From an optimization exercise on the open Yosys and OpenROAD flow, aimed at small area; shortcuts taken in it are not production practice. Function was checked by simulation only, so behaviour that the tests miss may differ from the original. No driver is modelled on the clock port, so clocking that relies on it looks cheaper here than on a real chip. Power is estimated from default activity; no workload was simulated.

$ cat flow/downsize.tcl
# Set every combinational cell to the smallest-area cell of the same
# function (same base name, other drive strength). Registers, clock cells,
# tie cells and physical cells are left as they are.
set n 0
foreach inst [get_cells *] {
  set master [get_property $inst ref_name]
  if {![regexp {^(sky130_fd_sc_hd__([a-z0-9]+))_([0-9]+)$} $master -> base short size]} { continue }
  if {[regexp {^(df|edf|sdf|sedf|dl|clk|conb|tap|fill|decap|diode|lpflow|probe)} $short]} { continue }
  set best ""
  set best_area 1e9
  foreach lc [get_lib_cells -quiet "*/${base}_*"] {
    set name [get_name $lc]
    if {![regexp "^${base}_\[0-9\]+\$" $name]} { continue }
    if {[get_property $lc dont_use]} { continue }
    set skip 0
    foreach pat $::env(DONT_USE_CELLS) { if {[string match $pat $name]} { set skip 1 } }
    if {$skip} { continue }
    set a [get_property $lc area]
    if {$a < $best_area} { set best_area $a; set best $lc }
  }
  if {$best ne "" && [get_name $best] ne $master} {
    replace_cell $inst $best
    incr n
  }
}
puts "downsize: replaced $n cells"
$ cat config.mk
export PLATFORM = sky130hd
export DESIGN_NAME = dvi_status
export DESIGN_NICKNAME = dvi_status
export VERILOG_FILES = /design/flow/design.v
export SDC_FILE = /design/flow/constraint.sdc
export NUM_CORES = 4
export LEC_CHECK = 0
export CAP_MARGIN = 20
export CORE_MARGIN = 2
export CORE_UTILIZATION = 40
export CTS_BUF_LIST = sky130_fd_sc_hd__clkbuf_8
export PLACE_DENSITY = 0.6
export SLEW_MARGIN = 20
$ cat flow/run.sh
#!/bin/bash
# Layout flow: the standard layout (standard.sh), with three changes:
#  - ports are buffered with the smallest buffer (buf_1) instead of the
#    resizer's default pick;
#  - right after floorplan, each combinational cell is set to the smallest
#    cell of the same function (repair_design sizes up again where needed);
#  - clock tree built from clkbuf_4 without dummy loads.
# Each step's full tool output goes to orfs/logs (ORFS's own logs); make's
# output goes to standard.log in this folder.
set -euo pipefail
here=$(cd "$(dirname "$0")" && pwd)
export BUFFER_PORTS_ARGS="-buffer_cell sky130_fd_sc_hd__buf_1"
export POST_FLOORPLAN_TCL="$here/downsize.tcl"
export CTS_ARGS="-buf_list sky130_fd_sc_hd__clkbuf_16 -root_buf sky130_fd_sc_hd__clkbuf_16 -dont_use_dummy_load -repair_clock_nets"
bash standard.sh > standard.log 2>&1
$ cat design.v
module vgaout
(
	input clk,
	input rst,       
	input en,        
	input en1,       
	input [31:0] rez1,
	input [31:0] rez2,
	input [15:0] freq,
	input [15:0] elapsed,
	input  [7:0] mark,
	output de,
	output hs,
	output vs,
	output first,    
	output pix,      
	output [1:0] row
);
reg [9:0] c, d;
wire c_wrap = c[9] & c[8] & c[6] & c[5] & c[3];
wire d_wrap = d[9] & d[4] & d[3] & d[2];
wire nextline = (c == 10'd15);
wire c_load = rst | (en & c_wrap);
wire d_load = rst | (en & nextline & d_wrap);
wire [9:0] c_inc = c + {9'd0, en};
wire [9:0] d_inc = d + {9'd0, en & nextline};
always @(posedge clk) begin
	c <= c_load ? 10'd14 : c_inc;
	d <= d_load ? 10'd15 : d_inc;
end
assign hs = !(c >= 10'd15 && c <= 10'd76);
assign vs = (d >= 10'd16 && d <= 10'd21);
assign de = (c >= 10'd143 && c <= 10'd862) && (d >= 10'd46 && d <= 10'd525);
assign first = (c == 10'd143);
assign row = d[8:7];
reg [31:0] rv;
wire [1:0] ahead = {1'b0, en1} + {1'b0, en};
wire ld = (c[9:7] == 3'b001) && (c[6:0] != 7'h7f) &&
          !(c[6:0] == 7'h7e && ahead != 2'd0) &&
          !(c[6:0] == 7'h7d && ahead == 2'd2);
wire [31:0] r3 = {elapsed, freq};
wire [31:0] src;
genvar i;
generate
	for (i = 0; i < 32; i = i + 1) begin : g_src
		if (i % 4 == 3) begin : g_m
			assign src[i] = d[8] ? (d[7] ? rez2[i] : rez1[i]) : (d[7] ? r3[i] : mark[i/4]);
		end else begin : g_n
			assign src[i] = d[8] ? (d[7] ? rez2[i] : rez1[i]) : r3[i];
		end
	end
endgenerate
always @(posedge clk)
	if (ld)
		rv <= src;
wire window = c[9] ^ c[8];
wire [2:0] digit = {c[9], c[7:6]};
wire [1:0] x = {c[5], c[4] | c[3]};
wire [2:0] y = {d[6:5], d[4] | d[3]};
reg [3:0] nib;
always @(*)
	case (digit)
	3'd0: nib = rv[31:28];
	3'd1: nib = rv[27:24];
	3'd2: nib = rv[23:20];
	3'd3: nib = rv[19:16];
	3'd4: nib = rv[15:12];
	3'd5: nib = rv[11:8];
	3'd6: nib = rv[7:4];
	default: nib = rv[3:0];
	endcase
wire rezpix;
hexnum digs
(
	.value(nib),
	.x(x),
	.y(y),
	.hide(d[8:7] == 2'b01 && digit == 3'd4),
	.image(rezpix)
);
wire mrow = (d >= 10'd111 && d <= 10'd118);
wire mpix = (x != 2'd3) && mrow && nib[3];
assign pix = window && (d[9:7] == 3'b000 ? mpix : (!d[9] && rezpix));
endmodule
module hexnum
(
	input  [3:0] value,
	input  [1:0] x,
	input  [2:0] y,
	input        hide,
	output image
);
reg [6:0] ss;
reg i;
always @(*) begin
	if(hide) ss = 7'b0000000;
	else
	case (value)   
	4'h0: ss = 7'b0111111;
	4'h1: ss = 7'b0000110;
	4'h2: ss = 7'b1011011;
	4'h3: ss = 7'b1001111;
	4'h4: ss = 7'b1100110;
	4'h5: ss = 7'b1101101;
	4'h6: ss = 7'b1111101;
	4'h7: ss = 7'b0000111;
	4'h8: ss = 7'b1111111;
	4'h9: ss = 7'b1101111;
	4'ha: ss = 7'b1110111;
	4'hb: ss = 7'b1111100;
	4'hc: ss = 7'b0111001;
	4'hd: ss = 7'b1011110;
	4'he: ss = 7'b1111001;
	4'hf: ss = 7'b1110001;
	endcase
end
always @(*) begin
	case (y)
	3'd0: case (x)
				2'd0: i = ss[0]|ss[5];
				2'd1: i = ss[0];
				2'd2: i = ss[0]|ss[1];
				default: i = 1'b0;
			endcase
	3'd1: case (x)
				2'd0: i = ss[5];
				2'd2: i = ss[1];
				default: i = 1'b0;
			endcase
	3'd2: case (x)
				2'd0: i = ss[5]|ss[4];
				2'd1: i = ss[6];
				2'd2: i = ss[1]|ss[2];
				default: i = 1'b0;
			endcase
	3'd3: case (x)
				2'd0: i = ss[4];
				2'd2: i = ss[2];
				default: i = 1'b0;
			endcase
	3'd4: case (x)
				2'd0: i = ss[3]|ss[4];
				2'd1: i = ss[3];
				2'd2: i = ss[3]|ss[2];
				default: i = 1'b0;
			endcase
	default: i = 1'b0;
	endcase
end
assign image = i;
endmodule
module tmds_encoder
(
	input clk,
	input rst,        
	input blank,
	input ff,         
	input f7,         
	output neg        
);
	reg [3:0] dc_bias;
	assign neg = dc_bias[3];
	always @(posedge clk)
		if (rst || blank)
			dc_bias <= 4'd0;
		else if (neg)
			dc_bias <= dc_bias + (ff ? 4'd3 : f7 ? 4'd2 : 4'd5);
		else
			dc_bias <= dc_bias - (f7 ? 4'd3 : 4'd4);
endmodule
module dvi_status
(
	input clk,               
	input rst,               
	input clk_en,            
	input [31:0] rez1,       
	input [31:0] rez2,       
	input [15:0] freq,       
	input [15:0] elapsed,    
	input  [7:0] mark,
	output [9:0] tmds_red,
	output [9:0] tmds_green,
	output [9:0] tmds_blue
);
	reg rst1, rst2, en1, en2;
	always @(posedge clk) begin
		rst1 <= rst;
		rst2 <= rst1;
		en1 <= clk_en;
		en2 <= en1;
	end
	wire de, hs, vs, first, pix;
	wire [1:0] row;
	vgaout showrez
	(
		.clk(clk),
		.rst(rst2),
		.en(en2),
		.en1(en1),
		.rez1(rez1),
		.rez2(rez2),
		.freq(freq),
		.elapsed(elapsed),
		.mark(mark),
		.de(de),
		.hs(hs),
		.vs(vs),
		.first(first),
		.pix(pix),
		.row(row)
	);
	wire r_ff = pix & row[0];
	wire g_ff = pix & ~(row[1] & row[0]);
	wire b_ff = pix & ~row[1] & ~row[0];
	wire b_7f = ~pix & ~first;
	wire blank = ~de;
	wire p_neg, z_neg, b_neg;
	tmds_encoder u21 (.clk(clk), .rst(rst2), .blank(blank), .ff(pix),  .f7(1'b0), .neg(p_neg));
	tmds_encoder u22 (.clk(clk), .rst(rst2), .blank(blank), .ff(1'b0), .f7(1'b0), .neg(z_neg));
	tmds_encoder u23 (.clk(clk), .rst(rst2), .blank(blank), .ff(b_ff), .f7(b_7f), .neg(b_neg));
	wire r_neg = row[0] ? p_neg : z_neg;
	wire g_neg = (row[1] & row[0]) ? z_neg : p_neg;
	wire k = rst2 | blank;
	assign tmds_red   = {k | (r_ff ^ r_neg), k | ~r_ff,
	                     ~k & r_neg, k | r_neg, ~k & r_neg, k | r_neg,
	                     ~k & r_neg, k | r_neg, ~k & r_neg, ~k & r_neg};
	assign tmds_green = {k | (g_ff ^ g_neg), k | ~g_ff,
	                     ~k & g_neg, k | g_neg, ~k & g_neg, k | g_neg,
	                     ~k & g_neg, k | g_neg, ~k & g_neg, ~k & g_neg};
	wire c0 = ~hs;                       
	wire c1 = ~vs;                       
	wire b_00 = ~b_ff & ~b_7f;
	wire b9 = blank ? ~(c1 ^ c0) : (b_neg ^ ~b_00);
	wire b8 = blank ? ~c0 : b_00;
	wire b7 = blank ? c0 : (b_neg ^ b_7f);
	wire bo = blank ? c0 : b_neg;        
	wire be = blank ? ~c0 : b_neg;       
	assign tmds_blue = {b9 | rst2, b8 | rst2, b7 & ~rst2, be | rst2, bo & ~rst2, be | rst2,
	                    bo & ~rst2, be | rst2, bo & ~rst2, bo & ~rst2};
endmodule
$ cat constraint.sdc
create_clock -name core_clock -period 10.0 [get_ports {clk}]
set_input_delay 2.0000 -clock core_clock [delete_from_list [all_inputs] [get_ports {clk}]]
set_output_delay 2.0000 -clock core_clock [all_outputs]
set_load 0.01 [all_outputs]
$ cat standard.sh
#!/bin/bash
# synth_recipe.tcl (not shown) runs the flow's synth.tcl, then flattens the netlist and writes it again
# the make line also repeats each setting of config.mk as NAME=value (left out here)
make -C /OpenROAD-flow-scripts/flow DESIGN_CONFIG=/design/flow/config.mk WORK_HOME=/design/flow/orfs CLKGATE_MAP_FILE= SYNTH_SCRIPT=/design/flow/synth_recipe.tcl "${@:-finish}"
==> impl_results.md, run 1 <==
* Status: finished clean
* CTS HTree Levels at 3
* Crit path max-delay family: compound AO/OA/AOI/OAI gates
* Largest cells by area after synthesis: edfxtp_1, dfxtp_1, mux2i_1
* Crit-path max cell delay at 0.83 ns
* VDD IR max at 0.0628 mV
* Clk_skew at 0.0218 ns
* Hold WC Path Type: reg -> reg
* Starting density of the core at 41.1%
* Clock tree buffer depth at 2
* Slowest CP cell: dfxtp_1
* Standard-cell rows at 38
* Reg2reg setup slack at 5.02 ns
* #FFs+latches synth at 68
* DR iter-0 viols at 178
* Worst slew pin tran at 0.892 ns
* HP Start: rst1
* Compound-cell area share of the yosys netlist at 16.5%
* Grt ovf at 0
* Critical Path End Type: output port
* Remaining DRCs at 0
* Syn Area/Cell at 9.33 um2
* Full die area at 12100 um2
* Net count reported at finish at 706
* Final Wtd Congestion at 0.832
* Hold Path End: rst2
* Ys async rst share at 0%
* Fin crit period at 6.57 ns
* CP Class: reg -> out
* DR vias/cell at 5.27
* Post-synthesis mux area share at 12.2%
* Synth top cells by count: nor2_1, dfxtp_1, a21oi_1
* Final Hold Viols at 0
* Synthesized instance count at 480
* Die X-Extent at 110 um
* Slew Viols, Final at 0
* Max_cap viols at 0
* Avg WL per Cell at 13.8 um
* Final HPWL DP at 7530 um
* Final worst slack at 3.43 ns
* Max-slew headroom at 40.5%
* Unrepaired setup endpoints after global routing: no
* Yosys top cell area share at 21.5%
* I/O pins at 137
* Antenna-violating nets left at 0
* Antenna Cells at 0
* Hold-fix buffers at CTS at 0
* Pin count of the biggest net entering global routing at 62
* Synth Net Count at 604
* Total core area at 10900 um2
* Post-Synth Adder-Cell Area at 5.17%
* Largest family of logic cells by synthesized area: simple AND/OR/NAND/NOR gates
* TritonCTS Buffers at 9
* Critical path data arrival time at 4.57 ns
* Buf/Inv on CP at 2
* Layout cells sized above 1 at 4.14%
* Cell Chain, Critical Path: mux4_2, nor2_1, a211oi_1, inv_1, ha_1, o21ai_0, o211ai_1, a22oi_1, a311oi_1, o31ai_1, nand2_1, o21a_1, o31a_1, buf_1
* Clock root cell: clkbuf_16
* Setup TNS Final at 0 ns
* CP max FO at 23
* Post-synth EDFFs at 32
* Power Density at 121 nW/um2
* P_leak at 1.70 nW
* Final setup viols at 0
* Clk Latency, worst-skew pair at 0.33 ns
* Crit share post-route at 65.7%
* Total wire length at 9960 um
* Die Span Y at 110 um
* Synth area leader: edfxtp_1
* Worst-path clk slew at 0.06 ns
* Most common flop cell mapped by yosys: dfxtp_1
* Vias in the first global route at 3540
* Vias after detailed routing at 3797
* Unique masters post-synth at 69
* I/O Buffers at 136
* Post-synthesis sequential area ratio at 37.6%
* Most frequent cell after synthesis: nor2_1
* Reg2reg path depth at 18
* WP data required at 8.00 ns
* Hold depth at 0
* Post-synthesis xor/xnor area fraction at 4.50%
* Drt pass-1 iters at 4
* Initial antenna violation count at 0
* Clock sinks at 68
* Place WS at 3.82 ns
* CTS tree: yes
* Reg2reg start: showrez.c[7]
* Synth warn at 4
* Fmax at 0.152 GHz
* R2r endpoint: u23.dc_bias[2]
* Final hold slack at 0.325 ns
* GRT Overall Usage at 17.3%
* First-pass GRT wire length at 16400 um
* Setup bufs post-CTS at 0
* Synth-to-Final Area Change at 14.7%
* Post-cts resize count at 0
* Crit path launch type: register
* Area of the mapped netlist at 4480 um2
* Simple-gate area share of the yosys netlist at 16.7%
==> where the power goes <==
part / internal (mW) / switching [mW] / total, mW
clock network: 0.157 / 0.100 / 0.257
registers: 0.296 / 0.00836 / 0.305
logic: 0.0296 / 0.0294 / 0.0590
==> cell usage in the layout (no fill, tap or decap), types with 3 or more instances in the layout <==
cell	synthesis	layout
a211oi_1	4	5
a21oi_1	35	36
a311oi_1	2	3
a31oi_1	8	8
a41oi_1	4	3
and2_0	2	4
and3_1	8	8
buf_1	2	136
clkbuf_16	0	9
dfxtp_1	36	34
edfxtp_1	32	32
ha_1	16	16
inv_1	15	17
mux2i_1	32	32
mux4_2	9	9
nand2_1	22	23
nand2b_1	7	7
nand3_1	18	18
nand4_1	3	3
nor2_1	66	66
nor3_1	7	7
nor4_1	4	4
o211ai_1	5	6
o21a_1	6	6
o21ai_0	12	14
o22ai_1	3	3
or2_0	0	6
xnor2_1	16	16
xor2_1	7	7
==> worst max path at each step <==
| stage | from | endpoint | slack [ns] | cells past startpoint |
|---|---|---|---|---|
| 3_3_place_gp | showrez.c[7] | tmds_blue[7] | 3.98 | 14 |
| 3_5_place_dp | showrez.c[7] | tmds_blue[7] | 3.82 | 14 |
| 5_1_grt | showrez.c[7] | tmds_blue[7] | 2.94 | 14 |
| 2_1_floorplan | showrez.c[9] | tmds_blue[9] | 5.00 | 16 |
| 4_1_cts | showrez.c[7] | tmds_blue[7] | 3.46 | 14 |
| 6_report | showrez.c[7] | tmds_blue[7] | 3.43 | 14 |
==> state kept, by name, summed over array words and instances (netlist names) <==
signal / count
en1: 1
en2: 1
rst1: 1
rst2: 1
showrez.c: 10
showrez.d: 10
showrez.rv: 32
u21.dc_bias: 4
u22.dc_bias: 4
u23.dc_bias: 4
==> per-stage QoR <==
step	std cells	power (mW)	utilization, %	instance area [um2]
after floorplan	480	0.346	-	4480
after global placement	710	0.368	44.8	4880
after detailed placement	710	0.369	44.8	4880
after CTS	719	0.627	46.9	5110
after global routing	720	0.648	47.2	5130
final	720	0.621	47.2	5130
==> layout make-up <==
class / instances / area (um2)
Sequential cell: 68 / 1680
Clock buffer: 9 / 225
Fill cell: 1026 / 5750
Timing Repair Buffer: 139 / 553
Multi-Input combinational cell: 347 / 2430
Inverter: 17 / 63.8
Tap cell: 140 / 175
==> per-layer routing <==
metal	wire, um	track usage (%)
met5	0	0
met3	377	3.79
met2	4940	29.0
met4	129	5.42
met1	4510	22.3
==> kinds of logic after synthesis <==
family	Yosys count
xor+xnor	23
buf+inv	65
simple gates	157
compound gates	106
fa+ha+maj	18
flops	68
mux	43
==> run 2: changes to the inputs <==
--- a/flow/run.sh
+++ b/flow/run.sh
@@ -11,5 +11,4 @@
 here=$(cd "$(dirname "$0")" && pwd)
 export BUFFER_PORTS_ARGS="-buffer_cell sky130_fd_sc_hd__buf_1"
 export POST_FLOORPLAN_TCL="$here/downsize.tcl"
-export CTS_ARGS="-buf_list sky130_fd_sc_hd__clkbuf_16 -root_buf sky130_fd_sc_hd__clkbuf_16 -dont_use_dummy_load -repair_clock_nets"
 bash standard.sh > standard.log 2>&1
==> run 2 against run 1 <==
Net effect:
- area after synthesis did not move
- first-iteration DRC count rose by 5.1%
- setup slack got worse by 0.024 ns
- fmax fell by 0.37%
- hold slack improved by 0.0087 ns
- sequential share of layout area rose by 0.12 points
- critical path depth did not move
- cell area fell by 0.37%
- via count barely moved
- critical endpoint unchanged
==> impl_results.md, run 2 <==
* Status: finished clean
* Most frequent cell after synthesis: nor2_1
* Fin crit period at 6.59 ns
* #FFs+latches synth at 68
* Total core area at 10900 um2
* Reg with most FFs: showrez.rv
* Post-synth EDFFs at 32
* Clk Latency, worst-skew pair at 0.35 ns
* Power Density at 117 nW/um2
* Clock sinks at 68
* Crit path launch type: register
* Clock root cell: clkbuf_8
* Met2 WL at 4970 um
* Met1 wire length at 4470 um
* VDD IR max at 0.0619 mV
* Post-synthesis sequential area ratio at 37.6%
* CP max FO at 23
* Crit share post-route at 65.9%
* Clk pwr share at 39.2%
* Pin count of the biggest net entering global routing at 62
* Drt pass-1 iters at 4
* Synth Net Count at 604
* Reg2reg path depth at 18
* Area of the mapped netlist at 4480 um2
* Setup TNS Final at 0 ns
* Max-slew headroom at 39.8%
* Starting density of the core at 41.1%
* Post-synthesis xor/xnor area fraction at 4.50%
* CP Class: reg -> out
* Hold depth at 0
* HP Start: rst1
* Post-cts resize count at 0
* Antenna-violating nets left at 0
* Worst slew pin tran at 0.903 ns
* CTS HTree Levels at 3
* Post-synthesis mux area share at 12.2%
* Synth-to-Final Area Change at 14.3%
* I/O Buffers at 136
* Vias in the first global route at 3531
* CTS tree: yes
* Combinational power share at 9.9%
* Fmax at 0.152 GHz
* Remaining DRCs at 0
* Int Pwr at 0.444 mW
* Met3 wire length at 389 um
* Synth top cells by count: nor2_1, dfxtp_1, a21oi_1
* Largest registers: showrez.rv (32), showrez.c (10), showrez.d (10)
* Clock tree buffer depth at 2
* Hold WC Path Type: reg -> reg
* Sequential share of power at 50.9%
* Unrepaired setup endpoints after global routing: no
* Overall Power at 0.597 mW
* Slew Viols, Final at 0
* Net Sw Frac at 25.7%
* Total wire length at 9910 um
* Switch Pwr at 0.153 mW
* Compound-cell area share of the yosys netlist at 16.5%
* Avg WL per Cell at 13.6 um
* Reg2reg setup slack at 5.03 ns
* Max FFs per register at 32
* Top sig layer: met4
* Syn Area/Cell at 9.33 um2
* Largest family of logic cells by synthesized area: simple AND/OR/NAND/NOR gates
* Die Span Y at 110 um
* Grt ovf at 0
* Most common cell after layout, fill and taps aside: buf_1
* GRT Overall Usage at 17.2%
* First-pass GRT wire length at 16400 um
* R2r endpoint: u23.dc_bias[2]
* Final Hold Viols at 0
* Full die area at 12100 um2
* Most frequent cells in the layout: buf_1, nor2_1, a21oi_1
* Max_cap viols at 0
* Final setup viols at 0
* Final HPWL DP at 7530 um
* Worst Setup SP: showrez.c[7]
* Largest cells by area after synthesis: edfxtp_1, dfxtp_1, mux2i_1
* Die X-Extent at 110 um
* Net count reported at finish at 706
* Post-layout util at 47.0%
* Final Wtd Congestion at 0.832
* Reg2reg start: showrez.c[7]
* Synthesized instance count at 480
* Most common flop cell mapped by yosys: dfxtp_1
* Synth area leader: edfxtp_1
* Setup bufs post-CTS at 0
* Initial antenna violation count at 0
* P_leak at 1.68 nW
* Post-Synth Adder-Cell Area at 5.17%
* I/O pins at 137
* DR iter-0 viols at 187
* Synth warn at 4
* Standard-cell rows at 38
* TritonCTS Buffers at 9
* Final worst slack at 3.41 ns
* DR vias/cell at 5.23
* Ys async rst share at 0%
* Yosys top cell area share at 21.5%
* Layout cells sized above 1 at 5.28%
* Hold-fix buffers at CTS at 0
* Critical Path End Type: output port
* Unique masters post-synth at 69
* Worst-path clk slew at 0.09 ns
* WP data required at 8.00 ns
* Vias after detailed routing at 3799
* Antenna Cells at 0
* Hold Path End: rst2
* Place WS at 3.82 ns
* Simple-gate area share of the yosys netlist at 16.7%
* Critical path data arrival time at 4.59 ns
* Clk_skew at 0.00950 ns
==> run 2: cell types whose count changed in the layout (fill, tap and decap cells not counted) <==
cell / before / now
bufinv_16: 0 / 1
inv_6: 0 / 2
clkinvlp_4: 0 / 2
clkbuf_8: 0 / 9
inv_8: 0 / 1
clkinv_4: 0 / 1
clkbuf_16: 9 / 0
==> run 2: power groups by stage <==
stage,Sequential [mW],Combinational (mW),Clock (mW)
floorplan,0.304,0.0422,0
global placement,0.310,0.0581,0
global route,0.305,0.0680,0.253
CTS,0.304,0.0597,0.241
detailed placement,0.310,0.0594,0
finish,0.304,0.0590,0.234
==> run 2: how the worst max path moves through the flow <==
stage / endpoint / slack, ns / cells past startpoint
after floorplan: tmds_blue[9] / 5.00 / 16
after global placement: tmds_blue[7] / 3.98 / 14
after detailed placement: tmds_blue[7] / 3.82 / 14
after CTS: tmds_blue[7] / 3.42 / 14
after global routing: tmds_blue[7] / 2.87 / 14
final: tmds_blue[7] / 3.41 / 14
==> run 2: worst max-delay path, cell delays in order (launching register included) <==
cell and delay, ns:
dfxtp_1 0.86, mux4_2 0.36, nor2_1 0.04, a211oi_1 0.46, inv_1 0.24, ha_1 0.27
o21ai_0 0.07, o211ai_1 0.11, a22oi_1 0.31, a311oi_1 0.14, o31ai_1 0.38, nand2_1 0.32
o21a_1 0.28, o31a_1 0.28, buf_1 0.12
==> run 2: final cells by class <==
class | count | area (um2)
clock inverters | 7 | 82.6
fillers | 1030 | 5770
multi-input cells | 347 | 2430
inverters | 17 | 63.8
well taps | 140 | 175
flip-flops and latches | 68 | 1680
clock buffers | 9 | 124
repair buffers | 139 | 553
==> run 2: stage by stage <==
step	instances	area [um2]	hold slack (ns)
after detailed placement	710	4880	0.314
after floorplan	480	4480	0.310
after global placement	710	4880	0.316
after CTS	726	5090	0.338
final	727	5120	0.333
after global routing	727	5120	0.346
==> run 2: per-layer routing <==
metal | vias to the layer above | global-route usage [%]
met4 | 0 | 4.25
met2 | 86 | 28.9
met5 | - | 0
li1 | 1938 | -
met3 | 7 | 3.62
met1 | 1768 | 22.5
==> run 2: kinds of logic (layout without fill, tap and decap cells) <==
family | Yosys count | after routing
adder cells (fa/ha/maj) | 18 | 18
AO/OA/AOI/OAI | 106 | 106
multiplexers | 43 | 43
buffers and inverters | 65 | 172
XOR/XNOR | 23 | 23
flip-flops | 68 | 68
AND/OR/NAND/NOR | 157 | 157
==> run 3: changes to the inputs <==
--- a/flow/run.sh
+++ b/flow/run.sh
@@ -11,4 +11,5 @@
 here=$(cd "$(dirname "$0")" && pwd)
 export BUFFER_PORTS_ARGS="-buffer_cell sky130_fd_sc_hd__buf_1"
 export POST_FLOORPLAN_TCL="$here/downsize.tcl"
+export CTS_ARGS="-sink_clustering_enable -sink_clustering_size 34 -sink_clustering_max_diameter 200 -buf_list sky130_fd_sc_hd__clkbuf_8 -dont_use_dummy_load -repair_clock_nets"
 bash standard.sh > standard.log 2>&1
==> run 3 against run 2 <==
Net effect:
- still clean on timing, DRC and antenna
- sequential share of layout area increased by 0.54 points
- final cell count decreased by 0.96%
- area after synthesis unchanged
- global-route usage about the same
- hold slack got worse by 0.0068 ns
- clock-buffer cell count unchanged
- clock skew increased by 0.019 ns
- register-to-register slack got worse by 0.03 ns
- critical path depth unchanged
- via count decreased by 1.1%
- first-iteration DRC count decreased by 5.9%
- highest routed layer unchanged
==> impl_results.md, run 3 <==
* Status: finished clean
* Unrepaired setup endpoints after global routing: no
* #FFs+latches synth at 68
* Max-slew headroom at 40.3%
* Hold-fix buffers at CTS at 0
* Post-route cell area at 5030 um2
* I/O Buffers at 136
* Synth Net Count at 604
* I/O pins at 137
* Die X-Extent at 110 um
* Reg2reg setup slack at 5.00 ns
* Post-synthesis xor/xnor area fraction at 4.50%
* Remaining DRCs at 0
* VDD IR max at 0.0455 mV
* Largest registers: showrez.rv (32), showrez.c (10), showrez.d (10)
* Post-Synth Adder-Cell Area at 5.17%
* TritonCTS Buffers at 9
* DR vias/cell at 5.22
* CTS HTree Levels at 3
* Most frequent cell after synthesis: nor2_1
* Simple-gate area share of the yosys netlist at 16.7%
* Worst slew pin tran at 0.896 ns
* Critical path data arrival time at 4.60 ns
* Combinational power share at 11.1%
* Pin count of the biggest net entering global routing at 62
* Fmax at 0.151 GHz
* Int Pwr at 0.405 mW
* Area of the mapped netlist at 4480 um2
* Crit share post-route at 66.0%
* Vias in the first global route at 3539
* Yosys top cell area share at 21.5%
* Synth warn at 4
* Net count reported at finish at 706
* Reg with most FFs: showrez.rv
* Most frequent cells in the layout: buf_1, nor2_1, a21oi_1
* Final hold slack at 0.326 ns
* Total core area at 10900 um2
* Drt pass-1 iters at 4
* Post-layout util at 46.2%
* Post-synthesis sequential area ratio at 37.6%
* Setup TNS Final at 0 ns
* Largest family of logic cells by synthesized area: simple AND/OR/NAND/NOR gates
* Compound-cell area share of the yosys netlist at 16.5%
* Clk pwr share at 31.7%
* Slew Viols, Final at 0
* Largest cells by area after synthesis: edfxtp_1, dfxtp_1, mux2i_1
* Fin crit period at 6.60 ns
* Fill cells at 1038
* GRT Overall Usage at 17.2%
* Crit path launch type: register
* Hold depth at 0
* Final HPWL DP at 7530 um
* Hold Path End: rst2
* Avg WL per Cell at 13.8 um
* Standard-cell rows at 38
* Net Sw Frac at 23.8%
* Clock tree buffer depth at 2
* Synth-to-Final Area Change at 12.4%
* Die Span Y at 110 um
* Placed cell area at 4880 um2
* Synth area leader: edfxtp_1
* Max FFs per register at 32
* Switch Pwr at 0.126 mW
* P_leak at 1.65 nW
* Final setup viols at 0
* Clock sinks at 68
* Layout cells sized above 1 at 4.14%
* Synth top cells by count: nor2_1, dfxtp_1, a21oi_1
* Total wire length at 9920 um
* First-pass GRT wire length at 16300 um
* Clk Latency, worst-skew pair at 0.35 ns
* Worst-path clk slew at 0.07 ns
* Grt ovf at 0
* Ys async rst share at 0%
* Post-synth EDFFs at 32
* CP max FO at 23
* Hold WC Path Type: reg -> reg
* CP Class: reg -> out
* Antenna Cells at 0
* Critical Path End Type: output port
* CTS tree: yes
* Starting density of the core at 41.1%
* Post-synthesis mux area share at 12.2%
* Syn Area/Cell at 9.33 um2
* Setup bufs post-CTS at 0
* R2r endpoint: u23.dc_bias[2]
* Initial antenna violation count at 0
* Sequential share of power at 57.2%
* Most common flop cell mapped by yosys: dfxtp_1
* WP data required at 8.00 ns
* Antenna-violating nets left at 0
* Clk_skew at 0.0285 ns
* Max_cap viols at 0
* Reg2reg path depth at 18
* Unique masters post-synth at 69
* Vias after detailed routing at 3758
* Final Wtd Congestion at 0.832
* HP Start: rst1
* DR iter-0 viols at 176
* Power Density at 106 nW/um2
* Post-cts resize count at 0
* Final Hold Viols at 0
* Clock root cell: clkbuf_8
* Full die area at 12100 um2
* Most common cell after layout, fill and taps aside: buf_1
* Synthesized instance count at 480
* Reg2reg start: showrez.c[7]
-- run 3: cell counts after synthesis --
No cell type changed its count.
-- run 3: power groups by stage --
stage / logic (mW) / registers (mW) / clock network (mW)
2_1_floorplan: 0.0422 / 0.304 / 0
3_3_place_gp: 0.0581 / 0.310 / 0
3_5_place_dp: 0.0594 / 0.310 / 0
4_1_cts: 0.0597 / 0.304 / 0.175
5_1_grt: 0.0679 / 0.305 / 0.186
6_report: 0.0590 / 0.304 / 0.168
-- run 3: per-stage QoR --
stage / instances / power (mW) / setup WS (ns)
final: 720 / 0.531 / 3.40
after global routing: 720 / 0.559 / 2.91
after detailed placement: 710 / 0.369 / 3.82
after CTS: 719 / 0.538 / 3.43
after floorplan: 480 / 0.346 / 5.00
after global placement: 710 / 0.368 / 3.98
-- run 3: metal layers --
| layer | GRT usage (%) | up-vias | part of all wire [%] | routed length, um |
|---|---|---|---|---|
| met3 | 2.90 | 12 | 3.8 | 381 |
| met5 | 0 | - | 0 | 0 |
| met2 | 28.9 | 79 | 50 | 4910 |
| li1 | - | 1924 | - | - |
| met1 | 22.3 | 1743 | 45 | 4470 |
| met4 | 6.24 | 0 | 1.5 | 152 |
-- run 3: kinds of logic after synthesis --
| family | count (synthesis) |
|---|---|
| AO/OA/AOI/OAI | 106 |
| AND/OR/NAND/NOR | 157 |
| adder cells (fa/ha/maj) | 18 |
| XOR/XNOR | 23 |
| flip-flops | 68 |
| multiplexers | 43 |
| buffers and inverters | 65 |
-- run 3: how the worst max path moves through the flow --
stage                 start      endpoint  slack, ns  depth (start not counted)
6_report       showrez.c[7]  tmds_blue[7]       3.40                         14
5_1_grt        showrez.c[7]  tmds_blue[7]       2.91                         14
4_1_cts        showrez.c[7]  tmds_blue[7]       3.43                         14
3_5_place_dp   showrez.c[7]  tmds_blue[7]       3.82                         14
3_3_place_gp   showrez.c[7]  tmds_blue[7]       3.98                         14
2_1_floorplan  showrez.c[9]  tmds_blue[9]       5.00                         16
-- run 3: critical path, cell delays in order, from the launching register on --
cell and delay (ns):
dfxtp_1 0.85, mux4_2 0.36, nor2_1 0.04, a211oi_1 0.46, inv_1 0.25, ha_1 0.27, o21ai_0 0.07, o211ai_1 0.11
a22oi_1 0.30, a311oi_1 0.14, o31ai_1 0.40, nand2_1 0.32, o21a_1 0.28, o31a_1 0.28, buf_1 0.12
-- run 3: cell type report --
type | count | area, um2 | share of cell area [%]
multi-input cells | 347 | 2430 | 48.3
flip-flops and latches | 68 | 1680 | 33.5
repair buffers | 139 | 553 | 11.0
well taps | 140 | 175 | 3.48
clock buffers | 9 | 124 | 2.46
inverters | 17 | 63.8 | 1.27
==> run 4: changes to the inputs <==
--- a/config.mk
+++ b/config.mk
@@ -5,9 +5,9 @@
 export SDC_FILE = /design/flow/constraint.sdc
 export NUM_CORES = 4
 export LEC_CHECK = 0
-export CAP_MARGIN = 20
+export CAP_MARGIN = 0
 export CORE_MARGIN = 2
 export CORE_UTILIZATION = 40
 export CTS_BUF_LIST = sky130_fd_sc_hd__clkbuf_8
 export PLACE_DENSITY = 0.6
-export SLEW_MARGIN = 20
+export SLEW_MARGIN = 0
==> run 4 against run 3 <==
Net effect:
- flip-flop and latch count unchanged
- critical path depth unchanged
- register-to-register slack about the same
- critical endpoint unchanged
- fmax about the same
- cell area decreased by 0.55%
- routed wire length increased by 0.30%
==> impl_results.md, run 4 <==
* Yosys top cell area share at 21.5%
* Ys async rst share at 0%
* Clock tree buffer depth at 2
* Clock root cell: clkbuf_8
* I/O pins at 137
* Crit path depth at 14
* Crit path launch type: register
* P_leak at 1.64 nW
* Synth top cells by count: nor2_1, dfxtp_1, a21oi_1
* Max FFs per register at 32
* Area of the mapped netlist at 4480 um2
* Reg2reg start: showrez.c[7]
* Reg with most FFs: showrez.rv
* Final Wtd Congestion at 0.832
* Max_cap viols at 0
* Most frequent cells in the layout: buf_1, nor2_1, a21oi_1
* Crit-path max cell delay at 0.84 ns
* Unrepaired setup endpoints after global routing: no
* CP max FO at 23
* Avg WL per Cell at 13.8 um
* Most common flop cell mapped by yosys: dfxtp_1
* Initial antenna violation count at 0
* Most common cell after layout, fill and taps aside: buf_1
* Final worst slack at 3.40 ns
* Met1 global-route usage at 22.3%
* Vias after detailed routing at 3778
* Setup bufs post-CTS at 0
* Fill cells at 1040
* Clock sinks at 68
* WP data required at 8.00 ns
* Critical Path End Type: output port
* Placed cell area at 4880 um2
* R2r endpoint: u23.dc_bias[2]
* Fin crit period at 6.60 ns
* Final Hold Viols at 0
* Max-slew headroom at 26.0%
* Worst slew pin tran at 1.11 ns
* Post-route cell area at 5010 um2
* Unique masters post-synth at 69
* Synth area leader: edfxtp_1
* Reg2reg setup slack at 5.00 ns
* #FFs+latches synth at 68
* Post-cts resize count at 0
* CTS tree: yes
* Remaining DRCs at 0
* Critical path data arrival time at 4.60 ns
* Hold WC Path Type: reg -> reg
* Power Density at 106 nW/um2
* Synth Net Count at 604
* Area of the multi-input gates at 2430 um2
* Pin count of the biggest net entering global routing at 62
* Largest registers: showrez.rv (32), showrez.c (10), showrez.d (10)
* Crit path max-delay family: compound AO/OA/AOI/OAI gates
* Place WS at 3.82 ns
* Post-synth EDFFs at 32
* Area occupied by registers at 1680 um2
* Crit share post-route at 66.0%
* Die X-Extent at 110 um
* Synth-to-Final Area Change at 11.8%
* TritonCTS Buffers at 9
* Worst-path clk slew at 0.07 ns
* Layout cells sized above 1 at 3.97%
* Most frequent cell after synthesis: nor2_1
* Post-route insts no fill at 719
* Post-placement cell count at 710
* Net count reported at finish at 705
* Starting density of the core at 41.1%
* Synth warn at 4
* Largest cells by area after synthesis: edfxtp_1, dfxtp_1, mux2i_1
* DR iter-0 viols at 203
* Slowest CP cell: dfxtp_1
* Hold-fix buffers at CTS at 0
* Met3 Usage GRT at 2.90%
* Total core area at 10900 um2
* Worst Setup SP: showrez.c[7]
* Full die area at 12100 um2
* Standard-cell rows at 38
* Met2 global-route usage at 28.9%
* Vias in the first global route at 3539
* Post-layout util at 46.0%
* First-pass GRT wire length at 16300 um
* Cell Chain, Critical Path: mux4_2, nor2_1, a211oi_1, inv_1, ha_1, o21ai_0, o211ai_1, a22oi_1, a311oi_1, o31ai_1, nand2_1, o21a_1, o31a_1, buf_1
* GRT Overall Usage at 17.2%
* Reg2reg path depth at 18
* Synthesized instance count at 480
* CTS HTree Levels at 3
* Setup crit end: tmds_blue[7]
* Clk_skew at 0.0289 ns
* Slew Viols, Final at 0
* Antenna-violating nets left at 0
* Total wire length at 9950 um
* Fmax at 0.152 GHz
* DR vias/cell at 5.25
* Final setup viols at 0
* CP Class: reg -> out
* Final HPWL DP at 7530 um
* Most used routing layer: met2
* Antenna Cells at 0
* Buf/Inv on CP at 2
* VDD IR max at 0.0456 mV
* Grt ovf at 0
* Die Span Y at 110 um
* Status: finished clean
* I/O Buffers at 136
* Post-synthesis sequential area ratio at 37.6%
* Drt pass-1 iters at 4
* Syn Area/Cell at 9.33 um2
* Setup TNS Final at 0 ns
* Clk Latency, worst-skew pair at 0.35 ns
-- run 4: changes by cell type in the layout (fill, tap and decap cells not counted) --
cell    delta
buf_16     -1
-- run 4: worst register-to-register path, stage by stage, from the launching register on --
cell,delay (ns)
dfxtp_1,0.84
mux4_2,0.36
nor2_1,0.04
a211oi_1,0.46
inv_1,0.24
ha_1,0.27
o21ai_0,0.07
o211ai_1,0.11
a22oi_1,0.30
a311oi_1,0.14
o31ai_1,0.40
nand2_1,0.33
nor3_1,0.31
or2_0,0.15
ha_1,0.17
inv_1,0.06
fa_1,0.37
xor2_1,0.17
nor2_1,0.05
-- run 4: how the worst min path moves through the flow --
stage               start   end  cells past startpoint
global route         rst1  rst2                      0
floorplan            rst1  rst2                      0
CTS                  rst1  rst2                      0
global placement     rst1  rst2                      0
finish               rst1  rst2                      0
detailed placement   rst1  rst2                      0
-- run 4: kinds of logic (layout without fill, tap and decap cells) --
group                      Yosys count  in the layout  share of synthesized area (%)
adders and majority gates           18             18                           5.17
xor gates and xnor gates            23             23                           4.50
buffers and inverters               65            164                           7.41
AOI/OAI and AO/OA                  106            106                           16.5
and+or+nand+nor                    157            157                           16.7
muxes                               43             43                           12.2
DFF                                 68             68                           37.6
-- run 4: stage by stage --
step / hold WS [ns] / power [mW]
floorplan: 0.310 / 0.346
global placement: 0.316 / 0.368
detailed placement: 0.314 / 0.369
CTS: 0.331 / 0.538
global route: 0.339 / 0.559
finish: 0.326 / 0.532
-- run 4: routing by layer --
metal | wire length [um] | vias to the layer above
met5 | 0 | -
met4 | 152 | 0
met3 | 322 | 12
met2 | 4920 | 75
met1 | 4560 | 1769
li1 | - | 1922
-- run 4: final cells by class --
class / instances / share of cell area (%)
clock buffers: 9 / 2.47
inverters: 17 / 1.27
multi-input cells: 347 / 48.6
flip-flops and latches: 68 / 33.6
well taps: 140 / 3.50
repair buffers: 138 / 10.5
-- run 4: report_power, final --
| group | leakage [nW] | internal (mW) | total [mW] | switching (mW) |
|---|---|---|---|---|
| combinational | 0.993 | 0.0296 | 0.0591 | 0.0295 |
| clock | 0.0647 | 0.0800 | 0.168 | 0.0884 |
| sequential | 0.581 | 0.296 | 0.304 | 0.00840 |
| total | 1.64 | 0.405 | 0.532 | 0.126 |
==> run 5: changes to the inputs <==
--- a/design.v
+++ b/design.v
@@ -43,7 +43,11 @@
 genvar i;
 generate
 	for (i = 0; i < 32; i = i + 1) begin : g_src
-		if (i % 4 == 3) begin : g_m
+		if (i == 15) begin : g_h
+			assign src[i] = d[8] ? (d[7] ? rez2[i] : rez1[i]) : mark[i/4];
+		end else if (i >= 12 && i < 15) begin : g_hn
+			assign src[i] = d[7] ? rez2[i] : rez1[i];
+		end else if (i % 4 == 3) begin : g_m
 			assign src[i] = d[8] ? (d[7] ? rez2[i] : rez1[i]) : (d[7] ? r3[i] : mark[i/4]);
 		end else begin : g_n
 			assign src[i] = d[8] ? (d[7] ? rez2[i] : rez1[i]) : r3[i];
==> run 5 against run 4 <==
Net effect:
- critical path depth unchanged
- power down 0.64%
- clock skew down 0.00057 ns
- critical path type unchanged
- sequential power about the same
- via count about the same
- first-iteration DRC count down 21%
==> impl_results.md, run 5 <==
* Area of the mapped netlist at 4520 um2
* Antenna Cells at 0
* Initial antenna violation count at 0
* Final Wtd Congestion at 0.890
* Full die area at 12200 um2
* Unique masters post-synth at 73
* Final hold slack at 0.331 ns
* Post-synth EDFFs at 32
* Synth-to-Final Area Change at 11.0%
* DR iter-0 viols at 161
* I/O Buffers at 132
* Ys async rst share at 0%
* Synth area leader: edfxtp_1
* Total wire length at 10000 um
* Setup TNS Final at 0 ns
* Avg WL per Cell at 14.1 um
* Grt ovf at 0
* Yosys top cell area share at 21.3%
* Power Density at 105 nW/um2
* Largest cells by area after synthesis: edfxtp_1, dfxtp_1, mux2i_1
* Reg with most FFs: showrez.rv
* VDD IR max at 0.0618 mV
* Sequential share of power at 57.4%
* CTS tree: yes
* Met3 Usage GRT at 4.82%
* Synthesized instance count at 476
* Clk_skew at 0.0284 ns
* Fin crit period at 7.09 ns
* Slew Viols, Final at 0
* Standard-cell rows at 38
* Clock tree buffer depth at 2
* Post-synthesis sequential area ratio at 37.2%
* Critical Path End Type: output port
* Clk pwr share at 31.9%
* Crit share post-route at 70.9%
* Synth Net Count at 600
* Most common flop cell mapped by yosys: dfxtp_1
* Worst slew pin tran at 0.924 ns
* Syn Area/Cell at 9.49 um2
* Critical path data arrival time at 5.09 ns
* Most common cell after layout, fill and taps aside: buf_1
* Vias in the first global route at 3523
* Unrepaired setup endpoints after global routing: no
* Simple-gate area share of the yosys netlist at 18.8%
* Int Pwr at 0.404 mW
* Setup bufs post-CTS at 0
* Clk Latency, worst-skew pair at 0.35 ns
* Hold-fix buffers at CTS at 0
* First-pass GRT wire length at 16200 um
* Hold WC Path Type: reg -> reg
* Clock root cell: clkbuf_8
* Final setup viols at 0
* TritonCTS Buffers at 9
* GRT Overall Usage at 17.2%
* Largest family of logic cells by synthesized area: simple AND/OR/NAND/NOR gates
* Final Hold Viols at 0
* Max-slew headroom at 38.4%
* Total core area at 10900 um2
* Remaining DRCs at 0
* CP max FO at 21
* Synth warn at 4
* Layout cells sized above 1 at 4.38%
* Area of the multi-input gates at 2460 um2
* WP data required at 8.00 ns
* Area occupied by registers at 1680 um2
* I/O pins at 137
* Net count reported at finish at 697
* Fmax at 0.141 GHz
* Met2 global-route usage at 29.1%
* Most frequent cell after synthesis: nor2_1
* Crit path launch type: register
* Synth top cells by count: nor2_1, a21oi_1, dfxtp_1
* DR vias/cell at 5.31
* Drt pass-1 iters at 4
* Switch Pwr at 0.124 mW
* CTS HTree Levels at 3
* #FFs+latches synth at 68
* Post-synthesis xor/xnor area fraction at 4.46%
* Pin count of the biggest net entering global routing at 60
* Starting density of the core at 41.3%
* Post-Synth Adder-Cell Area at 5.12%
* Place WS at 3.29 ns
* Antenna-violating nets left at 0
* Final HPWL DP at 7420 um
* Post-cts resize count at 0
* Post-synthesis mux area share at 12.0%
* Die X-Extent at 110 um
* Status: finished clean
* Met1 global-route usage at 21.2%
* Final worst slack at 2.91 ns
* Fill cells at 1092
* Max FFs per register at 32
* Clock sinks at 68
* Net Sw Frac at 23.5%
* Die Span Y at 110 um
* CP Class: reg -> out
* Worst-path clk slew at 0.05 ns
* Most frequent cells in the layout: buf_1, nor2_1, a21oi_1
* P_leak at 1.62 nW
* Compound-cell area share of the yosys netlist at 15.2%
* Vias after detailed routing at 3776
* Combinational power share at 10.7%
* Largest registers: showrez.rv (32), showrez.c (10), showrez.d (10)
* Max_cap viols at 0
* Most used routing layer: met2
run 5: changes by cell type after synthesis, sizes merged, moves of 5 or more:
cell	before	now
a21oi	36	41
a31oi	8	3
o21a	6	1
nor2b	0	8
nor2	66	57
inv	17	12
run 5: power groups by stage:
| stage | combinational, mW | sequential, mW | clock (mW) |
|---|---|---|---|
| 2_1_floorplan | 0.0414 | 0.305 | 0 |
| 3_3_place_gp | 0.0556 | 0.309 | 0 |
| 3_5_place_dp | 0.0568 | 0.309 | 0 |
| 4_1_cts | 0.0571 | 0.303 | 0.175 |
| 5_1_grt | 0.0649 | 0.304 | 0.187 |
| 6_report | 0.0563 | 0.303 | 0.169 |
run 5: logic make-up (layout without fill, tap and decap cells):
logic type                 after synthesis  after routing
muxes                                   42             42
AOI/OAI and AO/OA                       98             98
xor gates and xnor gates                23             23
buffers and inverters                   62            157
and+or+nand+nor                        165            165
adders and majority gates               18             18
DFF                                     68             68
run 5: routing by layer:
layer / vias to the layer above / part of all wire, %
li1: 1921 / -
met1: 1742 / 45
met2: 100 / 49
met3: 13 / 4.4
met4: 0 / 1.6
met5: - / 0
run 5: stage by stage:
step / total power [mW] / util (%) / instance area [um2] / cells
final: 0.528 / 45.8 / 5010 / 711
after floorplan: 0.346 / - / 4520 / 476
after CTS: 0.535 / 45.8 / 5010 / 711
after detailed placement: 0.366 / 44.7 / 4890 / 702
after global placement: 0.365 / 44.7 / 4890 / 702
after global routing: 0.556 / 45.8 / 5010 / 711
run 5: worst paths after layout:
check        cells after the start    startpoint  slack [ns]        endpoint
min reg2reg                      0          rst1        0.33            rst2
max reg2reg                     15  showrez.c[9]        4.84  u23.dc_bias[2]
min                              0          rst1        0.33            rst2
max                             14  showrez.c[9]        2.91    tmds_blue[9]
run 5: layout make-up:
| cell class | count | share of cell area (%) |
|---|---|---|
| well taps | 140 | 3.49 |
| flip-flops and latches | 68 | 33.6 |
| multi-input cells | 346 | 49.0 |
| inverters | 13 | 1.07 |
| repair buffers | 135 | 10.3 |
| clock buffers | 9 | 2.47 |
run 5: worst max-delay path, stage by stage (launching register included):
cell and delay, ns:
dfxtp_1 0.83, inv_1 0.31, o32ai_1 0.84, inv_1 0.34, o311ai_0 0.65, a22oi_1 0.19
o2111ai_1 0.22, o31a_1 0.38, clkinv_4 0.15, nand2_1 0.15, nand2_1 0.08, ha_1 0.27
mux2i_1 0.14, nand2b_1 0.07, buf_1 0.12
==> run 6: changes to the inputs <==
--- a/config.mk
+++ b/config.mk
@@ -5,9 +5,9 @@
 export SDC_FILE = /design/flow/constraint.sdc
 export NUM_CORES = 4
 export LEC_CHECK = 0
-export CAP_MARGIN = 0
+export CAP_MARGIN = 10
 export CORE_MARGIN = 2
 export CORE_UTILIZATION = 40
 export CTS_BUF_LIST = sky130_fd_sc_hd__clkbuf_8
 export PLACE_DENSITY = 0.6
-export SLEW_MARGIN = 0
+export SLEW_MARGIN = 10
==> run 6 against run 5 <==
Net effect:
- synthesized cell count stayed put
- largest cell class unchanged
- flip-flop and latch count is the same
- clock-buffer cell count unchanged
- routed wire length unchanged
- register-to-register slack hardly changed
- via count stayed put
- die area unchanged
- core utilization unchanged
- combinational power about the same
- global-route usage unchanged
- critical path depth unchanged
- hold slack unchanged
==> impl_results.md, run 6 <==
* Pin count of the biggest net entering global routing at 60
* Synth Net Count at 600
* Synth area leader: edfxtp_1
* TritonCTS Buffers at 9
* Worst slew pin tran at 0.924 ns
* Clock root cell: clkbuf_8
* Vias in the first global route at 3523
* Antenna-violating nets left at 0
* Clock sinks at 68
* Critical path data arrival time at 5.09 ns
* Overall Power at 0.528 mW
* Unique masters post-synth at 73
* Most common cell after layout, fill and taps aside: buf_1
* Die Span Y at 110 um
* Post-synth EDFFs at 32
* Final Wtd Congestion at 0.890
* HP Start: rst1
* DR vias/cell at 5.31
* Ys async rst share at 0%
* Remaining DRCs at 0
* Place WS at 3.29 ns
* Post-cts resize count at 0
* R2r endpoint: u23.dc_bias[2]
* Full die area at 12200 um2
* I/O pins at 137
* Reg2reg setup slack at 4.84 ns
* Grt ovf at 0
* DR iter-0 viols at 161
* Yosys top cell area share at 21.3%
* Most frequent cells in the layout: buf_1, nor2_1, a21oi_1
* Reg2reg start: showrez.c[9]
* P_leak at 1.62 nW
* Net count reported at finish at 697
* Worst-path clk slew at 0.05 ns
* Placed cell area at 4890 um2
* Avg WL per Cell at 14.1 um
* Synth warn at 4
* Standard-cell rows at 38
* Fmax at 0.141 GHz
* First-pass GRT wire length at 16200 um
* Final worst slack at 2.91 ns
* Unrepaired setup endpoints after global routing: no
* Total wire length at 10000 um
* CP Class: reg -> out
* Crit path launch type: register
* Drt pass-1 iters at 4
* Max_cap viols at 0
* Reg2reg path depth at 15
* Hold Path End: rst2
* Hold-fix buffers at CTS at 0
* Post-synthesis sequential area ratio at 37.2%
* Slew Viols, Final at 0
* Setup bufs post-CTS at 0
* Starting density of the core at 41.3%
* Clk Latency, worst-skew pair at 0.35 ns
* I/O Buffers at 132
* Power Density at 105 nW/um2
* Hold depth at 0
* GRT Overall Usage at 17.2%
* Reg with most FFs: showrez.rv
* Post-route cell area at 5010 um2
* Die X-Extent at 110 um
* Fill cells at 1092
* Setup TNS Final at 0 ns
* WP data required at 8.00 ns
* CTS tree: yes
* Crit share post-route at 70.9%
* Most frequent cell after synthesis: nor2_1
* Area of the mapped netlist at 4520 um2
* Vias after detailed routing at 3776
* Final setup viols at 0
* Synth-to-Final Area Change at 11.0%
* Synthesized instance count at 476
* Antenna Cells at 0
* Max FFs per register at 32
* Layout cells sized above 1 at 4.38%
* Total core area at 10900 um2
* Clk_skew at 0.0284 ns
* Clock tree buffer depth at 2
* Most common flop cell mapped by yosys: dfxtp_1
* Initial antenna violation count at 0
* Synth top cells by count: nor2_1, a21oi_1, dfxtp_1
* Final HPWL DP at 7420 um
* Hold WC Path Type: reg -> reg
* Max-slew headroom at 38.4%
* CP max FO at 21
* VDD IR max at 0.0618 mV
* CTS HTree Levels at 3
* Critical Path End Type: output port
* Largest registers: showrez.rv (32), showrez.c (10), showrez.d (10)
* Status: finished clean
* Syn Area/Cell at 9.49 um2
* Fin crit period at 7.09 ns
* #FFs+latches synth at 68
* Largest cells by area after synthesis: edfxtp_1, dfxtp_1, mux2i_1
* Final Hold Viols at 0
==> run 6: cell counts in the layout (fill, tap and decap cells not counted) <==
Identical to the previous run, type by type.
==> run 6: per-layer routing <==
metal | track usage, % | routed length [um] | vias up
met2 | 29.1 | 4970 | 100
met5 | 0 | 0 | -
met4 | 5.54 | 156 | 0
met3 | 4.82 | 439 | 13
met1 | 21.2 | 4480 | 1742
li1 | - | - | 1921
==> run 6: how the worst max path moves through the flow <==
stage / startpoint / to / slack (ns) / depth (start not counted)
6_report: showrez.c[9] / tmds_blue[9] / 2.91 / 14
4_1_cts: showrez.c[9] / tmds_blue[9] / 2.92 / 14
3_3_place_gp: showrez.c[9] / tmds_blue[9] / 3.53 / 14
2_1_floorplan: showrez.c[7] / tmds_blue[9] / 4.93 / 19
3_5_place_dp: showrez.c[9] / tmds_blue[9] / 3.29 / 14
5_1_grt: showrez.c[9] / tmds_blue[9] / 2.68 / 14
==> run 6: stage by stage <==
stage	util [%]	hold slack (ns)	cells
floorplan	-	0.310	476
global placement	44.7	0.310	702
detailed placement	44.7	0.319	702
CTS	45.8	0.333	711
global route	45.8	0.338	711
finish	45.8	0.331	711
==> run 6: worst max-delay path, stage by stage, from the launching register on <==
cell       delay (ns)
dfxtp_1          0.83
inv_1            0.31
o32ai_1          0.84
inv_1            0.34
o311ai_0         0.65
a22oi_1          0.19
o2111ai_1        0.22
o31a_1           0.38
clkinv_4         0.15
nand2_1          0.15
nand2_1          0.08
ha_1             0.27
mux2i_1          0.14
nand2b_1         0.07
buf_1            0.12
==> run 6: layout make-up <==
type,count,area (um2),area share (%)
Clock buffer,9,124,2.47
Inverter,13,53.8,1.07
Sequential cell,68,1680,33.6
Timing Repair Buffer,135,518,10.3
Tap cell,140,175,3.49
Multi-Input combinational cell,346,2460,49.0
==> run 6: cells by family (layout without fill, tap and decap cells) <==
kind of cell / Yosys count / after routing / share of synthesized area (%)
buf+inv: 62 / 157 / 7.23
simple gates: 165 / 165 / 18.8
flops: 68 / 68 / 37.2
mux: 42 / 42 / 12.0
fa+ha+maj: 18 / 18 / 5.12
compound gates: 98 / 98 / 15.2
xor+xnor: 23 / 23 / 4.46
==> run 6: report_power, final <==
| group | leakage (nW) | internal, mW | total, mW | switching, mW |
|---|---|---|---|---|
| Combinational | 0.978 | 0.0285 | 0.0563 | 0.0278 |
| Clock | 0.0647 | 0.0800 | 0.169 | 0.0886 |
| Sequential | 0.581 | 0.296 | 0.303 | 0.00757 |
==> run 7: changes to the inputs <==
--- a/design.v
+++ b/design.v
@@ -43,11 +43,7 @@
 genvar i;
 generate
 	for (i = 0; i < 32; i = i + 1) begin : g_src
-		if (i == 15) begin : g_h
-			assign src[i] = d[8] ? (d[7] ? rez2[i] : rez1[i]) : mark[i/4];
-		end else if (i >= 12 && i < 15) begin : g_hn
-			assign src[i] = d[7] ? rez2[i] : rez1[i];
-		end else if (i % 4 == 3) begin : g_m
+		if (i % 4 == 3) begin : g_m
 			assign src[i] = d[8] ? (d[7] ? rez2[i] : rez1[i]) : (d[7] ? r3[i] : mark[i/4]);
 		end else begin : g_n
 			assign src[i] = d[8] ? (d[7] ? rez2[i] : rez1[i]) : r3[i];
--- a/flow/run.sh
+++ b/flow/run.sh
@@ -11,5 +11,6 @@
 here=$(cd "$(dirname "$0")" && pwd)
 export BUFFER_PORTS_ARGS="-buffer_cell sky130_fd_sc_hd__buf_1"
 export POST_FLOORPLAN_TCL="$here/downsize.tcl"
-export CTS_ARGS="-sink_clustering_enable -sink_clustering_size 34 -sink_clustering_max_diameter 200 -buf_list sky130_fd_sc_hd__clkbuf_8 -dont_use_dummy_load -repair_clock_nets"
+export PRE_CTS_TCL="$here/cts_pre.tcl"
+export CTS_ARGS="-buf_list sky130_fd_sc_hd__clkbuf_8 -dont_use_dummy_load -repair_clock_nets"
 bash standard.sh > standard.log 2>&1
==> flow/cts_pre.tcl (new file) <==
# One clock buffer between the clock port and all the registers.
insert_buffer -buffer_cell sky130_fd_sc_hd__clkbuf_16 -net clk -buffer_name clkroot -net_name clk_root
--- a/config.mk
+++ b/config.mk
@@ -5,9 +5,9 @@
 export SDC_FILE = /design/flow/constraint.sdc
 export NUM_CORES = 4
 export LEC_CHECK = 0
-export CAP_MARGIN = 10
+export CAP_MARGIN = 20
 export CORE_MARGIN = 2
 export CORE_UTILIZATION = 40
 export CTS_BUF_LIST = sky130_fd_sc_hd__clkbuf_8
 export PLACE_DENSITY = 0.6
-export SLEW_MARGIN = 10
+export SLEW_MARGIN = 20
==> run 7 against run 6 <==
Net effect:
- largest power group unchanged
- still clean on timing, DRC and antenna
- synthesized cell count increased by 0.84%
- flip-flop and latch count is the same
- global-route usage grew 0.059 points
- clock skew barely moved
- power is 4.9% higher
- sequential power is essentially flat
- die area down 0.86%
- clock power up 13%
==> impl_results.md, run 7 <==
* Status: finished clean
* Syn Area/Cell at 9.33 um2
* Largest family of logic cells by synthesized area: simple AND/OR/NAND/NOR gates
* Critical Path End Type: output port
* Final worst slack at 3.28 ns
* Post-route cell area at 5060 um2
* Clock sinks at 68
* CP Class: reg -> out
* Post-synthesis xor/xnor area fraction at 4.50%
* Synth-to-Final Area Change at 13.0%
* Final Wtd Congestion at 0.832
* Largest cells by area after synthesis: edfxtp_1, dfxtp_1, mux2i_1
* Pin count of the biggest net entering global routing at 62
* Net count reported at finish at 707
* Antenna Cells at 0
* Max-slew headroom at 40.3%
* Grt ovf at 0
* Total wire length at 9920 um
* Fmax at 0.149 GHz
* First-pass GRT wire length at 16300 um
* Setup bufs post-CTS at 0
* Clk Latency, worst-skew pair at 0.47 ns
* Area of the mapped netlist at 4480 um2
* Critical path data arrival time at 4.72 ns
* Standard-cell rows at 38
* I/O pins at 137
* Ys async rst share at 0%
* Place WS at 3.82 ns
* Synth warn at 4
* Post-synthesis sequential area ratio at 37.6%
* I/O Buffers at 136
* Antenna-violating nets left at 0
* Fin crit period at 6.72 ns
* Unrepaired setup endpoints after global routing: no
* #FFs+latches synth at 68
* Reg with most FFs: showrez.rv
* Slew Viols, Final at 0
* Starting density of the core at 41.1%
* Die Span Y at 110 um
* Synth area leader: edfxtp_1
* Hold WC Path Type: reg -> reg
* Setup TNS Final at 0 ns
* Post-cts resize count at 0
* DR vias/cell at 5.24
* Total core area at 10900 um2
* CP max FO at 23
* GRT Overall Usage at 17.2%
* Drt pass-1 iters at 4
* Largest registers: showrez.rv (32), showrez.c (10), showrez.d (10)
* TritonCTS Buffers at 9
* Unique masters post-synth at 69
* Synth Net Count at 604
* Full die area at 12100 um2
* Final hold slack at 0.326 ns
* Vias after detailed routing at 3780
* VDD IR max at 0.101 mV
* Most common flop cell mapped by yosys: dfxtp_1
* P_leak at 1.66 nW
* Die X-Extent at 110 um
* Max_cap viols at 0
* Max FFs per register at 32
* DR iter-0 viols at 173
* Crit path launch type: register
* Simple-gate area share of the yosys netlist at 16.7%
* Synthesized instance count at 480
* Most common cell after layout, fill and taps aside: buf_1
* Layout cells sized above 1 at 4.30%
* Crit share post-route at 67.2%
* Compound-cell area share of the yosys netlist at 16.5%
* Vias in the first global route at 3543
* Post-synth EDFFs at 32
* Final setup viols at 0
* Final Hold Viols at 0
* Avg WL per Cell at 13.8 um
* Remaining DRCs at 0
* Worst slew pin tran at 0.896 ns
* Yosys top cell area share at 21.5%
* Placed cell area at 4880 um2
* Most frequent cell after synthesis: nor2_1
* Initial antenna violation count at 0
* CTS tree: yes
* Power Density at 110 nW/um2
* Synth top cells by count: nor2_1, dfxtp_1, a21oi_1
* Post-synthesis mux area share at 12.2%
* Post-Synth Adder-Cell Area at 5.17%
* Most frequent cells in the layout: buf_1, nor2_1, a21oi_1
* Worst-path clk slew at 0.07 ns
* Hold-fix buffers at CTS at 0
* Clk_skew at 0.0287 ns
* Final HPWL DP at 7530 um
* WP data required at 8.00 ns
-- run 7: changes by cell type after synthesis, sizes merged, moves of 5 or more --
cell   change
a21oi      -5
a31oi      +5
inv        +5
nor2       +9
nor2b      -8
o21a       +5
-- run 7: per-layer routing --
metal  GRT usage [%]  vias up  routed length [um]
met4            6.24        0                 152
met5               0        -                   0
met2            28.9       78                4930
met3            2.90       12                 376
li1                -     1928                   -
met1            22.3     1762                4460
-- run 7: final cells by class, without the clock buffers --
type                    instances  area [um2]
fillers                      1036        5830
inverters                      17        63.8
multi-input cells             347        2430
flip-flops and latches         68        1680
well taps                     140         175
repair buffers                139         553
-- run 7: path summary, 6_finish.rpt --
kind                                    from        endpoint  slack (ns)  cells past startpoint
worst max-delay path            showrez.c[7]    tmds_blue[7]        3.28                     14
worst min-delay path                    rst1            rst2        0.33                      0
worst max register to register  showrez.c[7]  u23.dc_bias[2]        5.00                     18
worst min register to register          rst1            rst2        0.33                      0
-- run 7: power breakdown --
part / total, mW / switching, mW / internal, mW / leakage (nW)
clock: 0.191 / 0.0938 / 0.0972 / 0.0770
sequential: 0.304 / 0.00834 / 0.296 / 0.581
combinational: 0.0589 / 0.0293 / 0.0296 / 1.00
total: 0.554 / 0.131 / 0.422 / 1.66
-- run 7: cell families (layout without fill, tap and decap cells) --
kind of cell,Yosys count,in the layout
xor gates and xnor gates,23,23
AOI/OAI and AO/OA,106,106
DFF,68,68
buffers and inverters,65,166
muxes,43,43
and+or+nand+nor,157,157
adders and majority gates,18,18
-- run 7: through the flow --
stage / util [%] / std cells / power (mW)
floorplan: - / 480 / 0.346
global placement: 44.8 / 710 / 0.368
detailed placement: 44.8 / 710 / 0.369
CTS: 46.2 / 720 / 0.563
global route: 46.5 / 721 / 0.583
finish: 46.5 / 721 / 0.554
-- run 7: worst max-delay path, stage by stage, from the launching register on --
cell and delay, ns:
dfxtp_1 0.84, mux4_2 0.36, nor2_1 0.04, a211oi_1 0.46, inv_1 0.24, ha_1 0.27, o21ai_0 0.07, o211ai_1 0.11
a22oi_1 0.30, a311oi_1 0.14, o31ai_1 0.40, nand2_1 0.33, o21a_1 0.28, o31a_1 0.28, buf_1 0.12

[afterwards: timing with drivers on the ports]
No port has a modelled driver above. Below, the same layouts with a new extraction and two added sets of constraints.
Step 1, drivers: a clkbuf_16 drives clk and a buf_2 each remaining input, both assumed.
Step 2 moves the port delays by t, midway between the first and last clock arrival at a register: inputs arrive t later, outputs are due t later. That takes back most of the time a late clock gives input paths.
Slacks: ideal ports / drivers / drivers and shift; pairs: ideal ports / drivers.
run | t, ns | setup WS [ns] | latest minus earliest clock arrival (ns) | slew at the worst register clock pin (ns) | pins driven straight from the clock port
run 1 | 0.358 | 3.435 / 3.398 / 3.756 | 0.022 / 0.022 | 0.06 / 0.06 | 1
run 2 | 0.379 | 3.410 / 3.377 / 3.756 | 0.010 / 0.010 | 0.09 / 0.09 | 1
run 3 | 0.369 | 3.399 / 3.366 / 3.735 | 0.028 / 0.028 | 0.08 / 0.08 | 1
run 4 | 0.369 | 3.403 / 3.370 / 3.740 | 0.029 / 0.029 | 0.08 / 0.08 | 1
run 5 | 0.371 | 2.914 / 2.880 / 3.251 | 0.029 / 0.028 | 0.08 / 0.08 | 1
run 6 | 0.371 | 2.914 / 2.880 / 3.251 | 0.029 / 0.028 | 0.08 / 0.08 | 1
run 7 | 0.480 | 3.279 / 3.257 / 3.736 | 0.029 / 0.029 | 0.08 / 0.08 | 1
After both steps setup and hold are still met in every run listed.
